What follows belongs to an exercise in optimizing a design on an open flow for small area, a short achievable clock period and few clock cycles per item; a production flow would make more cautious choices. Only simulation tests tie the RTL to the original design; equivalence was not proved.

<file path="design/flow/config.mk">
export PLATFORM = sky130hd
export DESIGN_NAME = ifft_top
export DESIGN_NICKNAME = ifft_top
export VERILOG_FILES = /design/flow/design.v
export SDC_FILE = /design/flow/constraint.sdc
export NUM_CORES = 4
export LEC_CHECK = 0
export CAP_MARGIN = 20
export CORE_MARGIN = 2
export CORE_UTILIZATION = 40
export SLEW_MARGIN = 20
</file>
<file path="design/flow/design.v">
module ifft_top (
    input  wire        clk,
    input  wire        rst,
    input  wire        ifft_enable,
    input  wire [15:0] in_0_real,
    input  wire [15:0] in_1_real,
    input  wire [15:0] in_2_real,
    input  wire [15:0] in_3_real,
    input  wire [15:0] in_4_real,
    input  wire [15:0] in_5_real,
    input  wire [15:0] in_6_real,
    input  wire [15:0] in_7_real,
    input  wire [15:0] in_8_real,
    input  wire [15:0] in_9_real,
    input  wire [15:0] in_10_real,
    input  wire [15:0] in_11_real,
    input  wire [15:0] in_0_imag,
    input  wire [15:0] in_1_imag,
    input  wire [15:0] in_2_imag,
    input  wire [15:0] in_3_imag,
    input  wire [15:0] in_4_imag,
    input  wire [15:0] in_5_imag,
    input  wire [15:0] in_6_imag,
    input  wire [15:0] in_7_imag,
    input  wire [15:0] in_8_imag,
    input  wire [15:0] in_9_imag,
    input  wire [15:0] in_10_imag,
    input  wire [15:0] in_11_imag,
    output wire [15:0] ifft_out_real,
    output wire [15:0] ifft_out_imag,
    output wire        finish
);
  integer i;
  reg       busy;
  reg [4:0] t;
  reg       fin;
  wire      start = ~busy & ifft_enable;
  always @(posedge clk or negedge rst) begin
    if (!rst) begin
      busy <= 1'b0;
      t    <= 5'd0;
      fin  <= 1'b0;
    end else begin
      if (start) begin
        busy <= 1'b1;
        t    <= 5'd1;
      end else if (busy) begin
        t <= t + 5'd1;
        if (t == 5'd20) busy <= 1'b0;
      end
      fin <= busy & (t >= 5'd4) & (t <= 5'd19);
    end
  end
  assign finish = fin;
  localparam M_ID = 3'd0, M_J = 3'd1, M_T1 = 3'd2, M_T3 = 3'd3,
             M_W1 = 3'd4, M_W3 = 3'd5, M_W5 = 3'd6, M_W7 = 3'd7;
  wire       r0A_r, r1A_r, r2A_r, r3A_r, r2C_r, n8_r, sw4_r, n4_r, bl_r, bq3_r, bp3_r;
  wire       n0_r, t01_r, t12_r, t23_r, hsx_r, hsy_r, byB_r, jB_r, zyB_r, byC_r, injA_r, injC_r;
  wire [4:0] cB_r;
  wire [3:0] kC_r;
  wire [3:1] weC_r, weG_r;
  wire       r0A_i, r1A_i, r2A_i, r3A_i, r2C_i, n8_i, sw4_i, n4_i, bl_i, bq3_i, bp3_i;
  wire       n0_i, t01_i, t12_i, t23_i, hsx_i, hsy_i, byB_i, jB_i, zyB_i, byC_i, injA_i, injC_i;
  wire [4:0] cB_i;
  wire [3:0] kC_i;
  wire [3:1] weC_i, weG_i;
  ifft_ctl #(.IM(0)) u_cr (
    .clk(clk), .rst(rst), .start(start), .busy(busy),
    .r0A(r0A_r), .r1A(r1A_r), .r2A(r2A_r), .r3A(r3A_r),
    .cB(cB_r), .zyB(zyB_r), .byB(byB_r), .jB(jB_r), .hsx(hsx_r), .hsy(hsy_r),
    .kC(kC_r), .byC(byC_r), .r2C(r2C_r), .weC(weC_r), .weG(weG_r),
    .n8(n8_r), .sw4(sw4_r), .n4(n4_r), .bl(bl_r), .bq3(bq3_r), .bp3(bp3_r),
    .n0(n0_r), .t01(t01_r), .t12(t12_r), .t23(t23_r), .injA(injA_r), .injC(injC_r));
  ifft_ctl #(.IM(1)) u_ci (
    .clk(clk), .rst(rst), .start(start), .busy(busy),
    .r0A(r0A_i), .r1A(r1A_i), .r2A(r2A_i), .r3A(r3A_i),
    .cB(cB_i), .zyB(zyB_i), .byB(byB_i), .jB(jB_i), .hsx(hsx_i), .hsy(hsy_i),
    .kC(kC_i), .byC(byC_i), .r2C(r2C_i), .weC(weC_i), .weG(weG_i),
    .n8(n8_i), .sw4(sw4_i), .n4(n4_i), .bl(bl_i), .bq3(bq3_i), .bp3(bp3_i),
    .n0(n0_i), .t01(t01_i), .t12(t12_i), .t23(t23_i), .injA(injA_i), .injC(injC_i));
  reg [15:0] x0r, x0i, x4r, x4i, x8r, x8i;
  reg [15:0] ar[0:2], ai[0:2], br[0:2], bi[0:2], cr[0:2], ci[0:2];
  always @(posedge clk) begin
    if (!busy) begin
      x0r <= in_0_real;   x0i <= in_0_imag;
      x4r <= in_4_real;   x4i <= in_4_imag;
      x8r <= in_8_real;   x8i <= in_8_imag;
      ar[0] <= in_1_real;  ai[0] <= in_1_imag;
      ar[1] <= in_2_real;  ai[1] <= in_2_imag;
      ar[2] <= in_3_real;  ai[2] <= in_3_imag;
      br[0] <= in_5_real;  bi[0] <= in_5_imag;
      br[1] <= in_6_real;  bi[1] <= in_6_imag;
      br[2] <= in_7_real;  bi[2] <= in_7_imag;
      cr[0] <= in_9_real;  ci[0] <= in_9_imag;
      cr[1] <= in_10_real; ci[1] <= in_10_imag;
      cr[2] <= in_11_real; ci[2] <= in_11_imag;
    end else begin
      for (i = 0; i < 3; i = i + 1) begin
        ar[i] <= ar[(i+1)%3]; ai[i] <= ai[(i+1)%3];
        br[i] <= br[(i+1)%3]; bi[i] <= bi[(i+1)%3];
        cr[i] <= cr[(i+1)%3]; ci[i] <= ci[(i+1)%3];
      end
      if (injA_r) ar[2] <= gv_r;
      if (injA_i) ai[2] <= gv_i;
      if (injC_r) cr[1] <= gv_r;
      if (injC_i) ci[1] <= gv_i;
    end
  end
  wire        subA_r = r1A_r | r3A_r, subA_i = r1A_i | r3A_i;
  wire [15:0] uopr = r3A_r ? {ar[1][14:0], 1'b0} : ar[0] & {16{~r2A_r}};
  wire [15:0] uopi = r3A_i ? {ai[1][14:0], 1'b0} : ai[0] & {16{~r2A_i}};
  wire [15:0] wopr = (cr[0] ^ {16{subA_r}}) & {16{~r2A_r}};
  wire [15:0] wopi = (ci[0] ^ {16{subA_i}}) & {16{~r2A_i}};
  wire [15:0] vopr = (br[0] ^ {16{r0A_r}}) & {16{r0A_r | r2A_r}};
  wire [15:0] vopi = (bi[0] ^ {16{r0A_i}}) & {16{r0A_i | r2A_i}};
  wire [15:0] pre_r, pre_i;
  ifft_add3 #(16) u_prr (uopr, wopr, vopr, r0A_r, subA_r, pre_r);
  ifft_add3 #(16) u_pri (uopi, wopi, vopi, r0A_i, subA_i, pre_i);
  reg  [15:0] PBr, PBi;
  always @(posedge clk) begin
    PBr <= pre_r;
    PBi <= pre_i;
  end
  wire [15:0] XRr = (cB_r[4] ? PBi : PBr) ^ {16{cB_r[3]}};
  wire [15:0] YRr = (cB_r[2] ? PBi : PBr) ^ {16{cB_r[1]}};
  wire [15:0] ZRr = (zyB_r ? YRr : XRr) & {16{cB_r[0]}};
  wire [15:0] XRi = (cB_i[4] ? PBi : PBr) ^ {16{cB_i[3]}};
  wire [15:0] YRi = (cB_i[2] ? PBi : PBr) ^ {16{cB_i[1]}};
  wire [15:0] ZRi = (zyB_i ? YRi : XRi) & {16{cB_i[0]}};
  wire [15:0] BPr = jB_r ? -PBi : PBr;
  wire [15:0] BPi = jB_i ? PBr : PBi;
  wire [25:0] s_re, c_re, s_im, c_im;
  ifft_tw_comp u_re (.x(XRr), .y(YRr), .z(ZRr), .hx(hsx_r), .hy(hsy_r), .s(s_re), .c(c_re));
  ifft_tw_comp u_im (.x(XRi), .y(YRi), .z(ZRi), .hx(hsx_i), .hy(hsy_i), .s(s_im), .c(c_im));
  reg  [25:0] SRr, CRr, SRi, CRi;
  always @(posedge clk) begin
    SRr <= byB_r ? {BPr, 10'd0} : s_re;  CRr <= byB_r ? 26'd0 : c_re;
    SRi <= byB_i ? {BPi, 10'd0} : s_im;  CRi <= byB_i ? 26'd0 : c_im;
  end
  reg  [25:0] kpr, kpi;
  always @(*) begin
    case ({byC_r, kC_r})
      5'd0: kpr = 26'h08e00d1;
      5'd1: kpr = 26'h08e00d2;
      5'd2: kpr = 26'h08e0258;
      5'd3: kpr = 26'h08e0259;
      5'd4: kpr = 26'h08e0483;
      5'd5: kpr = 26'h08e0484;
      5'd6: kpr = 26'h08e060a;
      5'd7: kpr = 26'h08e060b;
      5'd8: kpr = 26'h3bf816c;
      5'd9: kpr = 26'h3bf816d;
      5'd10: kpr = 26'h3bf8440;
      5'd11: kpr = 26'h3bf8441;
      5'd12: kpr = 26'h3bf8440;
      5'd13: kpr = 26'h3bf8441;
      5'd14: kpr = 26'h3bf8714;
      5'd15: kpr = 26'h3bf8715;
      5'd16: kpr = 26'h0000000;
      5'd17: kpr = 26'h0000000;
      5'd18: kpr = 26'h0000000;
      5'd19: kpr = 26'h0000000;
      5'd20: kpr = 26'h0000000;
      5'd21: kpr = 26'h0000000;
      5'd22: kpr = 26'h0000000;
      5'd23: kpr = 26'h0000000;
      5'd24: kpr = 26'h0000000;
      5'd25: kpr = 26'h0000000;
      5'd26: kpr = 26'h0000000;
      5'd27: kpr = 26'h0000000;
      5'd28: kpr = 26'h0000000;
      5'd29: kpr = 26'h0000000;
      5'd30: kpr = 26'h0000000;
      5'd31: kpr = 26'h0000000;
    endcase
  end
  always @(*) begin
    case ({byC_i, kC_i})
      5'd0: kpi = 26'h08e00d1;
      5'd1: kpi = 26'h08e00d2;
      5'd2: kpi = 26'h08e0258;
      5'd3: kpi = 26'h08e0259;
      5'd4: kpi = 26'h08e0483;
      5'd5: kpi = 26'h08e0484;
      5'd6: kpi = 26'h08e060a;
      5'd7: kpi = 26'h08e060b;
      5'd8: kpi = 26'h3bf816c;
      5'd9: kpi = 26'h3bf816d;
      5'd10: kpi = 26'h3bf8440;
      5'd11: kpi = 26'h3bf8441;
      5'd12: kpi = 26'h3bf8440;
      5'd13: kpi = 26'h3bf8441;
      5'd14: kpi = 26'h3bf8714;
      5'd15: kpi = 26'h3bf8715;
      5'd16: kpi = 26'h0000000;
      5'd17: kpi = 26'h0000000;
      5'd18: kpi = 26'h0000000;
      5'd19: kpi = 26'h0000000;
      5'd20: kpi = 26'h0000000;
      5'd21: kpi = 26'h0000000;
      5'd22: kpi = 26'h0000000;
      5'd23: kpi = 26'h0000000;
      5'd24: kpi = 26'h0000000;
      5'd25: kpi = 26'h0000000;
      5'd26: kpi = 26'h0000000;
      5'd27: kpi = 26'h0000000;
      5'd28: kpi = 26'h0000000;
      5'd29: kpi = 26'h0000000;
      5'd30: kpi = 26'h0000000;
      5'd31: kpi = 26'h0000000;
    endcase
  end
  wire [15:0] zsr = r2C_r ? ar[0] : 16'd0, zsi = r2C_i ? ai[0] : 16'd0;
  wire [25:0] psum_r, psum_i;
  ifft_add4 #(26) u_psr (SRr, CRr, kpr, {zsr, 10'd0}, 1'b0, 1'b0, psum_r);
  ifft_add4 #(26) u_psi (SRi, CRi, kpi, {zsi, 10'd0}, 1'b0, 1'b0, psum_i);
  wire [15:0] gv_r = psum_r[25:10], gv_i = psum_i[25:10];
  wire [15:0] q0v_r, q0v_i;
  ifft_add3 #(16) u_q0r (ar[0], br[0], cr[0], 1'b0, 1'b0, q0v_r);
  ifft_add3 #(16) u_q0i (ai[0], bi[0], ci[0], 1'b0, 1'b0, q0v_i);
  wire [15:0] gbr = x8r ^ {16{n8_r}}, gbi = x8i ^ {16{n8_i}};
  wire [15:0] gcr = (sw4_r ? x4i : x4r) ^ {16{n4_r}};
  wire [15:0] gci = (sw4_i ? x4r : x4i) ^ {16{n4_i}};
  wire [15:0] g0v_r, g0v_i;
  ifft_add3 #(16) u_g0r (x0r, gbr, gcr, n8_r, n4_r, g0v_r);
  ifft_add3 #(16) u_g0i (x0i, gbi, gci, n8_i, n4_i, g0v_i);
  reg  [15:0] G0r, G0i;
  always @(posedge clk) begin
    G0r <= g0v_r; G0i <= g0v_i;
  end
  reg [15:0] s1r, s1i, s2r, s2i, s3r, s3i;
  reg [15:0] g0r, g0i, g1r, g1i, g2r, g2i, g3r, g3i;
  always @(posedge clk) begin
    if (weG_r[1] | weC_r[1]) s1r <= weG_r[1] ? q0v_r : gv_r;
    if (weG_i[1] | weC_i[1]) s1i <= weG_i[1] ? q0v_i : gv_i;
    if (weG_r[2] | weC_r[2]) s2r <= weG_r[2] ? q0v_r : gv_r;
    if (weG_i[2] | weC_i[2]) s2i <= weG_i[2] ? q0v_i : gv_i;
    if (weG_r[3] | weC_r[3]) s3r <= weG_r[3] ? q0v_r : gv_r;
    if (weG_i[3] | weC_i[3]) s3i <= weG_i[3] ? q0v_i : gv_i;
    if (bl_r) begin
      g0r <= G0r; g1r <= s1r; g2r <= s2r; g3r <= bq3_r ? q0v_r : bp3_r ? gv_r : s3r;
    end else if (t12_r) begin
      g1r <= g1i; g2r <= ~g2r; g3r <= ~g3i;
    end else if (t01_r | t23_r) begin
      g1r <= ~g1r; g3r <= ~g3r;
    end
    if (bl_i) begin
      g0i <= G0i; g1i <= s1i; g2i <= s2i; g3i <= bq3_i ? q0v_i : bp3_i ? gv_i : s3i;
    end else if (t12_i) begin
      g1i <= ~g1r; g2i <= ~g2i; g3i <= g3r;
    end else if (t01_i | t23_i) begin
      g1i <= ~g1i; g3i <= ~g3i;
    end
  end
  wire [15:0] o_r, o_i;
  ifft_add4 #(16) u_or (g0r, g2r, g1r, g3r, n0_r, n0_r, o_r);
  ifft_add4 #(16) u_oi (g0i, g2i, g1i, g3i, n0_i, n0_i, o_i);
  reg  [15:0] OR, OI;
  always @(posedge clk) begin
    OR <= o_r; OI <= o_i;
  end
  assign ifft_out_real = OR;
  assign ifft_out_imag = OI;
endmodule
module ifft_tw_comp (
    input  wire [15:0] x,
    input  wire [15:0] y,
    input  wire [15:0] z,
    input  wire        hx,       
    input  wire        hy,       
    output wire [25:0] s,
    output wire [25:0] c
);
  function [25:0] t(input [15:0] v, input integer k);
    t = {10'd0, ~v[15], v[14:0]} << k;
  endfunction
  wire [15:0] nx = ~x, ny = ~y;
  wire [15:0] xg = hx ? x : 16'd0;
  wire [15:0] yg = hy ? ny : 16'd0;
  wire [25:0] o0  = t(x, 10);
  wire [25:0] o1  = t(nx, 6);
  wire [25:0] o5  = t(y, 9);
  wire [25:0] o10 = t(z, 0);
  wire [25:0] o2  = hx ? t(nx, 8) : t(nx, 4);
  wire [25:0] o3  = hx ? t(x, 4)  : t(x, 1);
  wire [25:0] o4  = t(xg, 2);
  wire [25:0] o6  = hy ? t(y, 8)  : t(ny, 7);
  wire [25:0] o7  = hy ? t(ny, 5) : t(y, 3);
  wire [25:0] o8  = hy ? t(ny, 3) : t(ny, 0);
  wire [25:0] o9  = t(yg, 2);
  wire [25:0] a1, b1, a2, b2;
  ifft_csa l0a (o0, o1, o5, a1, b1);
  ifft_csa l0b (a1, b1, o10, a2, b2);
  wire [25:0] s1a, c1a, s1b, c1b, s1c, c1c;
  ifft_csa l1a (o2, o3, o4, s1a, c1a);
  ifft_csa l1b (o6, o7, o8, s1b, c1b);
  ifft_csa l1c (o9, a2, b2, s1c, c1c);
  wire [25:0] s2a, c2a, s2b, c2b;
  ifft_csa l2a (s1a, c1a, s1b, s2a, c2a);
  ifft_csa l2b (c1b, s1c, c1c, s2b, c2b);
  wire [25:0] s3, c3;
  ifft_csa l3 (s2a, c2a, s2b, s3, c3);
  ifft_csa l4 (s3, c3, c2b, s, c);
endmodule
module ifft_add3 #(parameter W = 16) (
    input  wire [W-1:0] a,
    input  wire [W-1:0] b,
    input  wire [W-1:0] d,
    input  wire         ci1,
    input  wire         ci2,
    output wire [W-1:0] y
);
  wire [W-1:0] s = a ^ b ^ d;
  wire [W-1:0] m = (a & b) | (a & d) | (b & d);
  assign y = s + {m[W-2:0], ci1} + {{(W-1){1'b0}}, ci2};
endmodule
module ifft_add4 #(parameter W = 16) (
    input  wire [W-1:0] a,
    input  wire [W-1:0] b,
    input  wire [W-1:0] d,
    input  wire [W-1:0] e,
    input  wire         ci1,
    input  wire         ci2,
    output wire [W-1:0] y
);
  wire [W-1:0] s1 = a ^ b ^ d;
  wire [W-1:0] m1 = (a & b) | (a & d) | (b & d);
  wire [W-1:0] c1 = {m1[W-2:0], ci1};
  wire [W-1:0] s2 = s1 ^ c1 ^ e;
  wire [W-1:0] m2 = (s1 & c1) | (s1 & e) | (c1 & e);
  assign y = s2 + {m2[W-2:0], ci2};
endmodule
module ifft_csa (
    input  wire [25:0] a,
    input  wire [25:0] b,
    input  wire [25:0] d,
    output wire [25:0] s,
    output wire [25:0] c
);
  assign s = a ^ b ^ d;
  wire [25:0] m = (a & b) | (a & d) | (b & d);
  assign c = {m[24:0], 1'b0};
endmodule
module ifft_ctl #(parameter IM = 0) (
    input  wire       clk,
    input  wire       rst,
    input  wire       start,
    input  wire       busy,
    output reg        r0A, r1A, r2A, r3A,    
    output reg  [4:0] cB,          
    output reg        zyB,         
    output reg        byB, jB,     
    output reg        hsx, hsy,    
    output reg  [3:0] kC,          
    output reg        byC,         
    output reg        r2C,         
    output reg  [3:1] weC,         
    output reg  [3:1] weG,         
    output reg        n8, sw4, n4,  
    output reg        bl,          
    output reg        bq3, bp3,    
    output reg        n0, t01, t12, t23,      
    output reg        injA, injC   
);
  localparam M_ID = 3'd0, M_J = 3'd1, M_T1 = 3'd2, M_T3 = 3'd3,
             M_W1 = 3'd4, M_W3 = 3'd5, M_W5 = 3'd6, M_W7 = 3'd7;
  reg [4:0] tc;
  always @(posedge clk or negedge rst) begin
    if (!rst)       tc <= 5'd0;
    else if (start) tc <= 5'd1;
    else if (busy)  tc <= tc + 5'd1;
  end
  wire [4:0] tp = busy ? tc : 5'd0;
  reg [2:0] modeN;
  always @(*) begin
    case (tp)
      5'd0:  modeN = M_T1; 5'd1:  modeN = M_J;  5'd2:  modeN = M_T3;
      5'd3:  modeN = M_W1; 5'd4:  modeN = M_T1; 5'd5:  modeN = M_W3;
      5'd6:  modeN = M_W5; 5'd7:  modeN = M_T3; 5'd8:  modeN = M_W7;
      5'd10: modeN = M_T1; 5'd11: modeN = M_J;  5'd12: modeN = M_T3;
      default: modeN = M_ID;
    endcase
  end
  reg  [2:0] modeA;      
  reg  [4:0] cN;
  always @(*) begin
    if (IM == 0)
      case (modeA)
        M_W1:    cN = 5'b00_11_0;
        M_W3:    cN = 5'b11_00_0;
        M_W5:    cN = 5'b11_01_1;
        M_W7:    cN = 5'b01_11_1;
        M_T1:    cN = 5'b00_11_0;
        default: cN = 5'b01_11_1;    
      endcase
    else
      case (modeA)
        M_W1:    cN = 5'b10_00_0;
        M_W3:    cN = 5'b00_10_0;
        M_W5:    cN = 5'b00_11_1;
        M_W7:    cN = 5'b11_00_1;
        M_T1:    cN = 5'b10_00_0;
        default: cN = 5'b00_11_1;    
      endcase
  end
  wire       hN = (modeA == M_T1) | (modeA == M_T3);
  wire [1:0] kn = tp[1:0] + 2'd1;           
  reg        hsB, ia1, ic1, sw1;
  always @(posedge clk) begin
    modeA <= modeN;
    r0A  <= (tp <= 5'd2);
    r1A  <= (tp >= 5'd3)  & (tp <= 5'd5);
    r2A  <= (tp >= 5'd6)  & (tp <= 5'd8);
    r3A  <= (tp >= 5'd10) & (tp <= 5'd12);
    cB   <= cN;
    zyB  <= (modeA == M_W5) | ((IM != 0) & (modeA == M_T3));
    byB  <= (modeA == M_ID) | (modeA == M_J);
    jB   <= (modeA == M_J);
    hsx  <= hN;
    hsy  <= (tp == 5'd1) | (tp == 5'd3) | (tp == 5'd5) | (tp == 5'd8) | (tp == 5'd11) | (tp == 5'd13);
    hsB  <= hN;
    kC   <= {hsB, cB[3], cB[1], cB[0]};
    byC  <= byB;
    r2C  <= (tp >= 5'd8)  & (tp <= 5'd10);
    weC[1] <= (tp == 5'd2) | (tp == 5'd8)  | (tp == 5'd12);
    weC[2] <= (tp == 5'd3) | (tp == 5'd9)  | (tp == 5'd13);
    weC[3] <= (tp == 5'd4) | (tp == 5'd10) | (tp == 5'd14);
    weG[1] <= (tp == 5'd0);
    weG[2] <= (tp == 5'd1);
    weG[3] <= (tp == 5'd2);
    n8   <= (tp == 5'd9) | (tp == 5'd13);
    sw1  <= (tp == 5'd8) | (tp == 5'd12);
    sw4  <= sw1;
    n4   <= (tp == 5'd5) | (tp == (IM ? 5'd13 : 5'd9));
    bl   <= (tp == 5'd2) | (tp == 5'd6) | (tp == 5'd10) | (tp == 5'd14);
    bq3  <= (tp == 5'd2);
    bp3  <= (tp == 5'd10) | (tp == 5'd14);
    ia1  <= (tp >= 5'd4) & (tp <= 5'd6);
    injA <= ia1;
    ic1  <= (tp >= 5'd7) & (tp <= 5'd9);
    injC <= ic1;
    n0   <= (kn != 2'd0);
    t01  <= (kn == 2'd0);
    t12  <= (kn == 2'd1);
    t23  <= (kn == 2'd2);
  end
endmodule
</file>
<file path="design/flow/run.sh">
#!/bin/bash
# synth_recipe.tcl (not shown) runs the flow's synth.tcl, then flattens the netlist and writes it again
# the make line also repeats each setting of config.mk as NAME=value (left out here)
make -C /OpenROAD-flow-scripts/flow DESIGN_CONFIG=/design/flow/config.mk WORK_HOME=/design/flow/orfs CLKGATE_MAP_FILE= SYNTH_SCRIPT=/design/flow/synth_recipe.tcl finish
</file>
<file path="design/flow/constraint.sdc">
create_clock -name core_clock -period 13.6 [get_ports {clk}]
set_input_delay 2.7200 -clock core_clock [delete_from_list [all_inputs] [get_ports {clk}]]
set_output_delay 2.7200 -clock core_clock [all_outputs]
set_load 0.01 [all_outputs]
</file>
==> flow_summary.json, run 1 <==
{
  "fin_nets": 7087,
  "diodes": 0,
  "setup_violations": 0,
  "postCtsSetupBuffers": 0,
  "avgSynthCellArea_um2": 10.5,
  "finalCritPeriodShare_pct": 40.6,
  "async_flop_share_pct": 1.84,
  "antenna_found_initial": 9,
  "ys_warn_count": 16,
  "cp.required_ns": 14.19,
  "initial_utilization_pct": 40.3,
  "h-tree-depth": 3,
  "grt_overflow": 0,
  "post-route-min-period_ns": 5.52,
  "postRouteAntennaNets": 0,
  "row_count": 140,
  "crit_chain": "mux2i_1 -> xnor2_1 -> inv_1 -> fa_1 -> inv_1 -> fa_1 -> fa_1 -> inv_1 -> fa_1 -> fa_1 -> inv_1 -> fa_1 -> nor2_1 -> a21oi_1",
  "dpl.hpwl_mm": 146,
  "die_w_um": 387,
  "grt_pass1_wl_mm": 273,
  "drtPass1Iterations": 5,
  "clkLatencyLatePin_ns": 0.75,
  "crit_path_start_kind": "flop",
  "netlist_instances": 5568,
  "grt_pass1_vias": 42427,
  "grt_max_degree": 87,
  "clk_pin_slew_ns": 0.06,
  "drt-total-wl_mm": 183,
  "cts.repair.resized": 0,
  "drive_gt1_share_pct": 9.88,
  "path_buf_inv": 4,
  "cp.arrival_ns": 6.10,
  "tightest_slew_ns": 1.18,
  "synth_seq_area_share_pct": 37.1,
  "netlist-cell-type-count": 92,
  "drt-initial-drc-count": 2810,
  "cts_tree": "done",
  "port_buffers": 419,
  "synth_ff_type": "dfxtp_1",
  "final_hold_viol_count": 0,
  "status": "no timing/DRC/antenna violations",
  "netlist_area_um2": 58700,
  "clockBufferDepth": 3,
  "vias": 41335,
  "coreArea_um2": 146000,
  "drc_errors": 0,
  "synth-seq-cells": 923,
  "path_max_fanout": 16,
  "crit_slowest_cell": "dfxtp_1",
  "die-area_um2": 150000,
  "place.gp.congestion": 0.952,
  "grt_usage_pct": 24.3,
  "cts_made_buffers": 106,
  "skew_ns": 0.0443,
  "max_cap_violations": 0,
  "drv_slew": 0,
  "whs_ns": 0.325,
  "synth_edf_count": 320,
  "n_fill_cell": 13576,
  "fmax_mhz": 181,
  "cts_sinks": 923,
  "crit_path_end_kind": "flop",
  "slowest_delay_ns": 0.92,
  "die_h_um": 387,
  "critical_path_class": "reg -> reg",
  "routedWlPerCell_um": 23.2,
  "avgViaCountPerCell": 5.23,
  "final.setup.tns_ns": 0,
  "postCtsHoldBufs": 0,
  "max-slew-margin-rel_pct": 21.3,
  "rsz0062_at_grt": "no",
  "cpMostUsedCell": "fa_1",
  "syn2layout_area_growth_pct": 16.6,
  "pin_count": 420,
  "crit_family": "adder cells",
  "hold_path.class": "reg -> reg",
  "root_buffer": "clkbuf_16"
}
==> layout make-up <==
| type | count | area [µm²] | area share (%) |
|---|---|---|---|
| sequential | 923 | 21800 | 31.8 |
| tap | 1917 | 2400 | 3.50 |
| multi-input combinational | 3745 | 33600 | 49.0 |
| clock inverter | 72 | 842 | 1.23 |
| inverter | 649 | 2440 | 3.56 |
| timing repair buffer | 466 | 4540 | 6.63 |
| clock buffer | 129 | 2910 | 4.25 |
==> registers in the layout, indices dropped and copies added, names as in the netlist, 24 cells and up <==
| name | flops |
|---|---|
| br | 48 |
| ar | 48 |
| ci | 48 |
| CRr | 24 |
| bi | 48 |
| CRi | 24 |
| SRi | 26 |
| SRr | 26 |
| ai | 48 |
| cr | 48 |
==> kinds of logic after synthesis <==
logic type,count (synthesis),share of synthesized area [%]
AOI/OAI and AO/OA,914,9.63
other,1,0.00638
adders and majority gates,813,23.5
muxes,524,9.53
DFF,923,37.1
buffers and inverters,901,5.81
and+or+nand+nor,1122,8.90
xor gates and xnor gates,370,5.53
==> per-layer routing <==
metal | track usage, % | up-vias | wire [µm]
met5 | 0 | - | 57
met4 | 8.58 | 8 | 7190
met3 | 5.01 | 314 | 12700
met2 | 39.1 | 1382 | 83800
met1 | 32.3 | 20347 | 79400
li1 | - | 19284 | -
==> through the flow <==
| stage | std cells | setup slack [ns] | instance area, µm² | utilization, % |
|---|---|---|---|---|
| 6_report | 7901 | 8.08 | 68500 | 47.0 |
| 5_1_grt | 7901 | 7.85 | 68500 | 47.0 |
| 4_1_cts | 7901 | 8.11 | 68500 | 47.0 |
| 3_5_place_dp | 7700 | 8.18 | 64700 | 44.4 |
| 3_3_place_gp | 7700 | 8.20 | 64700 | 44.4 |
| 2_1_floorplan | 5569 | 8.72 | 58700 | - |
==> cell usage after synthesis, drive strengths merged, types with 7 or more instances <==
master	n	area (µm²)
o21a	35	263
a211o	9	78.8
o31a	7	61.3
mux2i	241	2410
nand3	31	155
inv	647	2430
and3	26	163
a31oi	25	156
a22oi	26	200
o22ai	25	156
o211ai	14	115
fa	488	9770
o21ai	290	1460
xnor2	257	2260
and2	68	425
a22o	15	131
clkbuf	203	762
a21boi	20	150
dfxtp	586	11700
o21bai	19	143
nor2b	109	682
edfxtp	320	9610
mux2	283	3190
a21oi	254	1270
xor2	113	990
nand2	364	1370
o31ai	20	155
nor4	8	65.1
a31o	9	78.8
nor3	57	305
dfrtp	17	425
or2	23	144
buf	49	214
a21o	46	345
a211oi	37	283
ha	321	4020
nor2	344	1290
or3	10	67.6
o2111ai	9	85.1
nand4	11	68.8
o41ai	7	76.3
nand2b	51	319
==> final timing paths <==
path	from	end	slack [ns]	cells past startpoint
max	u_ci.cB[2]	SRi[15]	8.08	14
min reg2reg	u_cr.ic1	u_cr.injC	0.33	0
min	u_cr.ic1	u_cr.injC	0.33	0
max reg2reg	u_ci.cB[2]	SRi[15]	8.08	14
min in group asynchronous	rst	u_cr.tc[2]	2.00	1
max in group asynchronous	rst	busy	11.15	1
==> placed cells by master, fill, tap and decap left out, drive strengths merged, types with 17 or more instances in the layout <==
cell type      count
a22oi             26
nor2             344
o21ai            290
o31ai             20
nor2b            109
or2               23
a31oi             25
and2              68
nand2b            51
xnor2            257
o21a              35
buf               48
mux2i            241
nand2            364
a211oi            37
mux2             283
a21boi            20
o22ai             25
ha               321
a21oi            254
o21bai            19
clkdlybuf4s50    418
clkbuf           129
xor2             113
edfxtp           320
dfrtp             17
a21o              46
fa               488
inv              655
clkinv            47
nor3              57
dfxtp            586
nand3             31
and3              26
Testbench counts, summed over its fixed seeds: cycles 10,752, items 512.
==> inputs of run 2 (changes only) <==
--- a/design/flow/design.v
+++ b/design/flow/design.v
@@ -55,26 +55,28 @@
   localparam M_ID = 3'd0, M_J = 3'd1, M_T1 = 3'd2, M_T3 = 3'd3,
              M_W1 = 3'd4, M_W3 = 3'd5, M_W5 = 3'd6, M_W7 = 3'd7;
   wire       r0A_r, r1A_r, r2A_r, r3A_r, r2C_r, n8_r, sw4_r, n4_r, bl_r, bq3_r, bp3_r;
-  wire       n0_r, t01_r, t12_r, t23_r, hsx_r, hsy_r, byB_r, jB_r, zyB_r, byC_r, injA_r, injC_r;
-  wire [4:0] cB_r;
+  wire       n0_r, t01_r, t12_r, t23_r, hsx_r, hsy_r, byB_r, zcB_r, zyB_r, byC_r, injA_r, injC_r;
+  wire       oxs_r, oxn_r, oys_r, oyn_r;
   wire [3:0] kC_r;
   wire [3:1] weC_r, weG_r;
   wire       r0A_i, r1A_i, r2A_i, r3A_i, r2C_i, n8_i, sw4_i, n4_i, bl_i, bq3_i, bp3_i;
-  wire       n0_i, t01_i, t12_i, t23_i, hsx_i, hsy_i, byB_i, jB_i, zyB_i, byC_i, injA_i, injC_i;
-  wire [4:0] cB_i;
+  wire       n0_i, t01_i, t12_i, t23_i, hsx_i, hsy_i, byB_i, zcB_i, zyB_i, byC_i, injA_i, injC_i;
+  wire       oxs_i, oxn_i, oys_i, oyn_i;
   wire [3:0] kC_i;
   wire [3:1] weC_i, weG_i;
   ifft_ctl #(.IM(0)) u_cr (
     .clk(clk), .rst(rst), .start(start), .busy(busy),
     .r0A(r0A_r), .r1A(r1A_r), .r2A(r2A_r), .r3A(r3A_r),
-    .cB(cB_r), .zyB(zyB_r), .byB(byB_r), .jB(jB_r), .hsx(hsx_r), .hsy(hsy_r),
+    .oxs(oxs_r), .oxn(oxn_r), .oys(oys_r), .oyn(oyn_r),
+    .zcB(zcB_r), .zyB(zyB_r), .byB(byB_r), .hsx(hsx_r), .hsy(hsy_r),
     .kC(kC_r), .byC(byC_r), .r2C(r2C_r), .weC(weC_r), .weG(weG_r),
     .n8(n8_r), .sw4(sw4_r), .n4(n4_r), .bl(bl_r), .bq3(bq3_r), .bp3(bp3_r),
     .n0(n0_r), .t01(t01_r), .t12(t12_r), .t23(t23_r), .injA(injA_r), .injC(injC_r));
   ifft_ctl #(.IM(1)) u_ci (
     .clk(clk), .rst(rst), .start(start), .busy(busy),
     .r0A(r0A_i), .r1A(r1A_i), .r2A(r2A_i), .r3A(r3A_i),
-    .cB(cB_i), .zyB(zyB_i), .byB(byB_i), .jB(jB_i), .hsx(hsx_i), .hsy(hsy_i),
+    .oxs(oxs_i), .oxn(oxn_i), .oys(oys_i), .oyn(oyn_i),
+    .zcB(zcB_i), .zyB(zyB_i), .byB(byB_i), .hsx(hsx_i), .hsy(hsy_i),
     .kC(kC_i), .byC(byC_i), .r2C(r2C_i), .weC(weC_i), .weG(weG_i),
     .n8(n8_i), .sw4(sw4_i), .n4(n4_i), .bl(bl_i), .bq3(bq3_i), .bp3(bp3_i),
     .n0(n0_i), .t01(t01_i), .t12(t12_i), .t23(t23_i), .injA(injA_i), .injC(injC_i));
@@ -106,38 +108,32 @@
       if (injC_i) ci[1] <= gv_i;
     end
   end
-  wire        subA_r = r1A_r | r3A_r, subA_i = r1A_i | r3A_i;
-  wire [15:0] uopr = r3A_r ? {ar[1][14:0], 1'b0} : ar[0] & {16{~r2A_r}};
-  wire [15:0] uopi = r3A_i ? {ai[1][14:0], 1'b0} : ai[0] & {16{~r2A_i}};
-  wire [15:0] wopr = (cr[0] ^ {16{subA_r}}) & {16{~r2A_r}};
-  wire [15:0] wopi = (ci[0] ^ {16{subA_i}}) & {16{~r2A_i}};
-  wire [15:0] vopr = (br[0] ^ {16{r0A_r}}) & {16{r0A_r | r2A_r}};
-  wire [15:0] vopi = (bi[0] ^ {16{r0A_i}}) & {16{r0A_i | r2A_i}};
-  wire [15:0] pre_r, pre_i;
-  ifft_add3 #(16) u_prr (uopr, wopr, vopr, r0A_r, subA_r, pre_r);
-  ifft_add3 #(16) u_pri (uopi, wopi, vopi, r0A_i, subA_i, pre_i);
-  reg  [15:0] PBr, PBi;
+  wire [15:0] ur = r3A_r ? {ar[1][14:0], 1'b0} : ar[0];
+  wire [15:0] ui = r3A_i ? {ai[1][14:0], 1'b0} : ai[0];
+  wire        uon_r = ~r2A_r, uon_i = ~r2A_i;                   
+  wire        von_r = r0A_r | r2A_r, von_i = r0A_i | r2A_i;     
+  wire        sw_r = r1A_r | r3A_r, sw_i = r1A_i | r3A_i;       
+  wire [15:0] xre, yre, xim, yim;
+  ifft_opnd u_xr (ur, ui, cr[0], ci[0], br[0], bi[0], uon_r, von_r, sw_r, r0A_r, oxs_r, oxn_r, xre);
+  ifft_opnd u_yr (ur, ui, cr[0], ci[0], br[0], bi[0], uon_r, von_r, sw_r, r0A_r, oys_r, oyn_r, yre);
+  ifft_opnd u_xi (ur, ui, cr[0], ci[0], br[0], bi[0], uon_i, von_i, sw_i, r0A_i, oxs_i, oxn_i, xim);
+  ifft_opnd u_yi (ur, ui, cr[0], ci[0], br[0], bi[0], uon_i, von_i, sw_i, r0A_i, oys_i, oyn_i, yim);
+  reg  [15:0] XRr, YRr, XRi, YRi;
   always @(posedge clk) begin
-    PBr <= pre_r;
-    PBi <= pre_i;
+    XRr <= xre; YRr <= yre;
+    XRi <= xim; YRi <= yim;
   end
-  wire [15:0] XRr = (cB_r[4] ? PBi : PBr) ^ {16{cB_r[3]}};
-  wire [15:0] YRr = (cB_r[2] ? PBi : PBr) ^ {16{cB_r[1]}};
-  wire [15:0] ZRr = (zyB_r ? YRr : XRr) & {16{cB_r[0]}};
-  wire [15:0] XRi = (cB_i[4] ? PBi : PBr) ^ {16{cB_i[3]}};
-  wire [15:0] YRi = (cB_i[2] ? PBi : PBr) ^ {16{cB_i[1]}};
-  wire [15:0] ZRi = (zyB_i ? YRi : XRi) & {16{cB_i[0]}};
-  wire [15:0] BPr = jB_r ? -PBi : PBr;
-  wire [15:0] BPi = jB_i ? PBr : PBi;
+  wire [15:0] ZRr = (zyB_r ? YRr : XRr) & {16{zcB_r}};
+  wire [15:0] ZRi = (zyB_i ? YRi : XRi) & {16{zcB_i}};
   wire [25:0] s_re, c_re, s_im, c_im;
   ifft_tw_comp u_re (.x(XRr), .y(YRr), .z(ZRr), .hx(hsx_r), .hy(hsy_r), .s(s_re), .c(c_re));
   ifft_tw_comp u_im (.x(XRi), .y(YRi), .z(ZRi), .hx(hsx_i), .hy(hsy_i), .s(s_im), .c(c_im));
   reg  [25:0] SRr, CRr, SRi, CRi;
   always @(posedge clk) begin
-    SRr <= byB_r ? {BPr, 10'd0} : s_re;  CRr <= byB_r ? 26'd0 : c_re;
-    SRi <= byB_i ? {BPi, 10'd0} : s_im;  CRi <= byB_i ? 26'd0 : c_im;
+    SRr <= byB_r ? {XRr, 10'd0} : s_re;  CRr <= byB_r ? 26'd0 : c_re;
+    SRi <= byB_i ? {XRi, 10'd0} : s_im;  CRi <= byB_i ? 26'd0 : c_im;
   end
-  reg  [25:0] kpr, kpi;
+  reg  [25:0] kpr, kpi;    
   always @(*) begin
     case ({byC_r, kC_r})
       5'd0: kpr = 26'h08e00d1;
@@ -157,7 +153,7 @@
       5'd14: kpr = 26'h3bf8714;
       5'd15: kpr = 26'h3bf8715;
       5'd16: kpr = 26'h0000000;
-      5'd17: kpr = 26'h0000000;
+      5'd17: kpr = 26'h0000400;
       5'd18: kpr = 26'h0000000;
       5'd19: kpr = 26'h0000000;
       5'd20: kpr = 26'h0000000;
@@ -193,7 +189,7 @@
       5'd14: kpi = 26'h3bf8714;
       5'd15: kpi = 26'h3bf8715;
       5'd16: kpi = 26'h0000000;
-      5'd17: kpi = 26'h0000000;
+      5'd17: kpi = 26'h0000400;
       5'd18: kpi = 26'h0000000;
       5'd19: kpi = 26'h0000000;
       5'd20: kpi = 26'h0000000;
@@ -347,9 +343,10 @@
     input  wire       start,
     input  wire       busy,
     output reg        r0A, r1A, r2A, r3A,    
-    output reg  [4:0] cB,          
+    output reg        oxs, oxn, oys, oyn,    
+    output reg        zcB,         
     output reg        zyB,         
-    output reg        byB, jB,     
+    output reg        byB,         
     output reg        hsx, hsy,    
     output reg  [3:0] kC,          
     output reg        byC,         
@@ -384,8 +381,12 @@
   reg  [2:0] modeA;      
   reg  [4:0] cN;
   always @(*) begin
-    if (IM == 0)
-      case (modeA)
+    if (modeN == M_ID)
+      cN = (IM == 0) ? 5'b00_00_0 : 5'b10_00_0;
+    else if (modeN == M_J)
+      cN = (IM == 0) ? 5'b11_00_0 : 5'b00_00_0;
+    else if (IM == 0)
+      case (modeN)
         M_W1:    cN = 5'b00_11_0;
         M_W3:    cN = 5'b11_00_0;
         M_W5:    cN = 5'b11_01_1;
@@ -394,7 +395,7 @@
         default: cN = 5'b01_11_1;    
       endcase
     else
-      case (modeA)
+      case (modeN)
         M_W1:    cN = 5'b10_00_0;
         M_W3:    cN = 5'b00_10_0;
         M_W5:    cN = 5'b00_11_1;
@@ -404,22 +405,29 @@
       endcase
   end
   wire       hN = (modeA == M_T1) | (modeA == M_T3);
+  reg  [4:0] cA;         
+  reg        jA;
   wire [1:0] kn = tp[1:0] + 2'd1;           
-  reg        hsB, ia1, ic1, sw1;
+  reg        hsB, ia1, ic1, sw1, jB;
+  reg  [4:0] cB;
   always @(posedge clk) begin
     modeA <= modeN;
+    cA   <= cN;
+    jA   <= (modeN == M_J);
+    {oxs, oxn, oys, oyn} <= cN[4:1];
     r0A  <= (tp <= 5'd2);
     r1A  <= (tp >= 5'd3)  & (tp <= 5'd5);
     r2A  <= (tp >= 5'd6)  & (tp <= 5'd8);
     r3A  <= (tp >= 5'd10) & (tp <= 5'd12);
-    cB   <= cN;
+    zcB  <= cA[0];
     zyB  <= (modeA == M_W5) | ((IM != 0) & (modeA == M_T3));
     byB  <= (modeA == M_ID) | (modeA == M_J);
-    jB   <= (modeA == M_J);
     hsx  <= hN;
     hsy  <= (tp == 5'd1) | (tp == 5'd3) | (tp == 5'd5) | (tp == 5'd8) | (tp == 5'd11) | (tp == 5'd13);
     hsB  <= hN;
-    kC   <= {hsB, cB[3], cB[1], cB[0]};
+    cB   <= cA;
+    jB   <= jA;
+    kC   <= byB ? {3'b000, jB & (IM == 0)} : {hsB, cB[3], cB[1], cB[0]};
     byC  <= byB;
     r2C  <= (tp >= 5'd8)  & (tp <= 5'd10);
     weC[1] <= (tp == 5'd2) | (tp == 5'd8)  | (tp == 5'd12);
@@ -445,3 +453,18 @@
     t23  <= (kn == 2'd2);
   end
 endmodule
+module ifft_opnd (
+    input  wire [15:0] ur, ui,
+    input  wire [15:0] wr, wi,
+    input  wire [15:0] vr, vi,
+    input  wire        uon, von,
+    input  wire        sw, sv,
+    input  wire        cs, ng,
+    output wire [15:0] y
+);
+  wire [15:0] u = (cs ? ui : ur) ^ {16{ng}};
+  wire [15:0] w = (cs ? wi : wr) ^ {16{sw ^ ng}};
+  wire [15:0] v = (cs ? vi : vr) ^ {16{sv ^ ng}};
+  wire ci = (uon & von) | (uon & sw & ~ng);
+  ifft_add3 #(16) u_add (u & {16{uon}}, w & {16{uon}}, v & {16{von}}, ci, 1'b0, y);
+endmodule
==> flow_summary.json, run 2 <==
{
  "status": "no timing/DRC/antenna violations",
  "grt_pass1_vias": 45667,
  "final_common_cell": "inv_1",
  "regToRegSetupSlack_ns": 8.58,
  "cp.required_ns": 14.08,
  "postCtsSetupBuffers": 0,
  "crit_path_end_kind": "flop",
  "crit_path_start_kind": "flop",
  "grt_pass1_wl_mm": 323,
  "fin_nets": 7733,
  "drtPass1Iterations": 6,
  "final.setup.tns_ns": 0,
  "netlist_instances": 6126,
  "cts.repair.resized": 0,
  "whs_ns": 0.301,
  "rsz0062_at_grt": "no",
  "synth.most_common_cell": "inv_1",
  "seqCellArea_um2": 22200,
  "cp.arrival_ns": 5.50,
  "finalCritPeriodShare_pct": 36.9,
  "vias": 46403,
  "initial_utilization_pct": 40.3,
  "synth_seq_area_share_pct": 35.2,
  "cts_tree": "done",
  "post-route-cell-area_um2": 73200,
  "netlist-cell-type-count": 82,
  "worstHoldStart": "u_cr.ic1",
  "dpl.hpwl_mm": 182,
  "synth-seq-cells": 945,
  "grt_overflow": 0,
  "avgSynthCellArea_um2": 10.3,
  "place.gp.congestion": 0.965,
  "critical_path_class": "reg -> reg",
  "worst_r2r_startpoint": "u_ci.kC[1]",
  "setup_violations": 0,
  "max_cap_violations": 0,
  "coreArea_um2": 156000,
  "multi_input_area_um2": 37400,
  "n_fill_cell": 14758,
  "avgViaCountPerCell": 5.38,
  "ys_top_cells_by_area": "dfxtp_1, fa_1, edfxtp_1, ha_1, mux2_2",
  "row_count": 145,
  "async_flop_share_pct": 1.80,
  "die_h_um": 401,
  "ys_warn_count": 16,
  "drv_slew": 0,
  "final_hold_viol_count": 0,
  "synth_edf_count": 320,
  "cts_made_buffers": 104,
  "dpl_cell_area_um2": 69500,
  "post-route-min-period_ns": 5.02,
  "cts_sinks": 945,
  "postCtsHoldBufs": 0,
  "postRouteAntennaNets": 0,
  "netlist_top_cells_count": "inv_1, dfxtp_1, fa_1",
  "path_max_fanout": 6,
  "routedWlPerCell_um": 26.2,
  "fmax_mhz": 199,
  "regToRegEndpoint": "g3i[15]",
  "h-tree-depth": 3,
  "yosysTopAreaCell": "dfxtp_1",
  "syn2layout_area_growth_pct": 16.1,
  "synth_ff_type": "dfxtp_1",
  "tightest_slew_ns": 1.27,
  "clk_pin_slew_ns": 0.07,
  "root_buffer": "clkbuf_16",
  "port_buffers": 419,
  "reg2regPathDepth": 17,
  "pin_count": 420,
  "clockBufferDepth": 3,
  "die-area_um2": 161000,
  "min_to": "u_cr.injC",
  "drc_errors": 0,
  "grt_usage_pct": 27.6,
  "drive_gt1_share_pct": 10.0,
  "drt-initial-drc-count": 4663,
  "synth_top_area_share_pct": 19.3,
  "skew_ns": 0.0708,
  "max-slew-margin-rel_pct": 13.1,
  "worstHoldPathCells": 0,
  "grt_max_degree": 87,
  "drt-total-wl_mm": 226,
  "netlist_area_um2": 63100,
  "antenna_found_initial": 32,
  "layout_common_cells": "inv_1, dfxtp_1, fa_1, nor2_1, clkdlybuf4s50_1",
  "die_w_um": 401,
  "hold_path.class": "reg -> reg",
  "clkLatencyLatePin_ns": 0.78
}
## run 2: cell families (layout without fill, tap and decap cells)
logic type | after synthesis | after routing | share of synthesized area, %
AOI/OAI and AO/OA | 923 | 923 | 8.87
adders and majority gates | 876 | 876 | 23.6
muxes | 604 | 604 | 10.2
buffers and inverters | 935 | 1366 | 5.57
and+or+nand+nor | 1391 | 1391 | 10.2
DFF | 945 | 945 | 35.2
other | 1 | 7 | 0.00595
xor gates and xnor gates | 451 | 451 | 6.28
## run 2: how the worst max path moves through the flow
| stage | from | endpoint | slack (ns) | cells past startpoint |
|---|---|---|---|---|
| 2_1_floorplan | u_ci.r3A | XRi[15] | 8.97 | 16 |
| 3_3_place_gp | u_ci.r3A | XRi[15] | 8.61 | 15 |
| 3_5_place_dp | u_ci.r3A | XRi[15] | 8.54 | 15 |
| 4_1_cts | u_ci.r3A | XRi[15] | 8.51 | 15 |
| 5_1_grt | u_ci.r3A | XRi[15] | 8.23 | 15 |
| 6_report | u_ci.kC[1] | g3i[15] | 8.58 | 17 |
## run 2: critical path, cell delays in order, from the launching register on
cell and delay [ns]:
dfxtp_1 0.39, inv_1 0.12, ha_1 0.33, nor2b_1 0.14, a21oi_1 0.05, or2_2 0.29, fa_1 0.48, inv_1 0.04
ha_1 0.17, ha_1 0.27, nand3_1 0.07, nor4_1 0.62, o21a_1 0.29, o211ai_1 0.21, a21oi_1 0.26, nor3_1 0.09
xnor2_1 0.70, o221ai_1 0.23
## run 2: layout make-up
class	count	share of cell area [%]
inverter	678	3.48
clock buffer	150	4.36
multi-input combinational	4249	51.1
timing repair buffer	492	6.48
clock inverter	46	0.662
antenna	3	0.0103
tap	2058	3.52
sequential	945	30.4
## run 2: metal layers
layer | GRT usage [%] | share of wire [%]
met5 | 0 | 0.056
met4 | 8.11 | 3.2
met3 | 7.30 | 9.6
met2 | 41.0 | 42
met1 | 39.4 | 45
## run 2: through the flow
step / util, % / setup slack [ns] / cells
floorplan: - / 8.97 / 6129
global placement: 44.4 / 8.61 / 8422
detailed placement: 44.4 / 8.54 / 8422
CTS: 46.8 / 8.51 / 8618
global route: 46.8 / 8.23 / 8618
finish: 46.8 / 8.58 / 8621
Testbench counts of run 2, summed over its fixed seeds: cycles 10,752, items 512.

separate check: timing with driven ports:
The flow's constraints put no driver on any port. The routed layouts listed below were extracted and timed again, unchanged, in two steps. Step 1: set_driving_cell puts a clkbuf_16 on clk and a buf_2 on each other input, an assumption about the parent block. Step 2 also shifts input and output timing later by t, the mid clock arrival at the registers, as if the neighbouring blocks saw the same clock. a / b / c = no drivers / after step 1 / after step 2; a / b = the first two.
| run | shift t [ns] | setup slack, ns | worst setup path at the end | worst register clock-pin slew, ns | cell pins on the clock port's net |
|---|---|---|---|---|---|
| run 1 | 0.812 | 8.084 / 8.084 / 8.084 | register to register | 0.07 / 0.07 | 1 |
| run 2 | 0.816 | 8.584 / 8.584 / 8.584 | register to register | 0.07 / 0.07 | 1 |
After both steps every run listed still meets setup and hold.
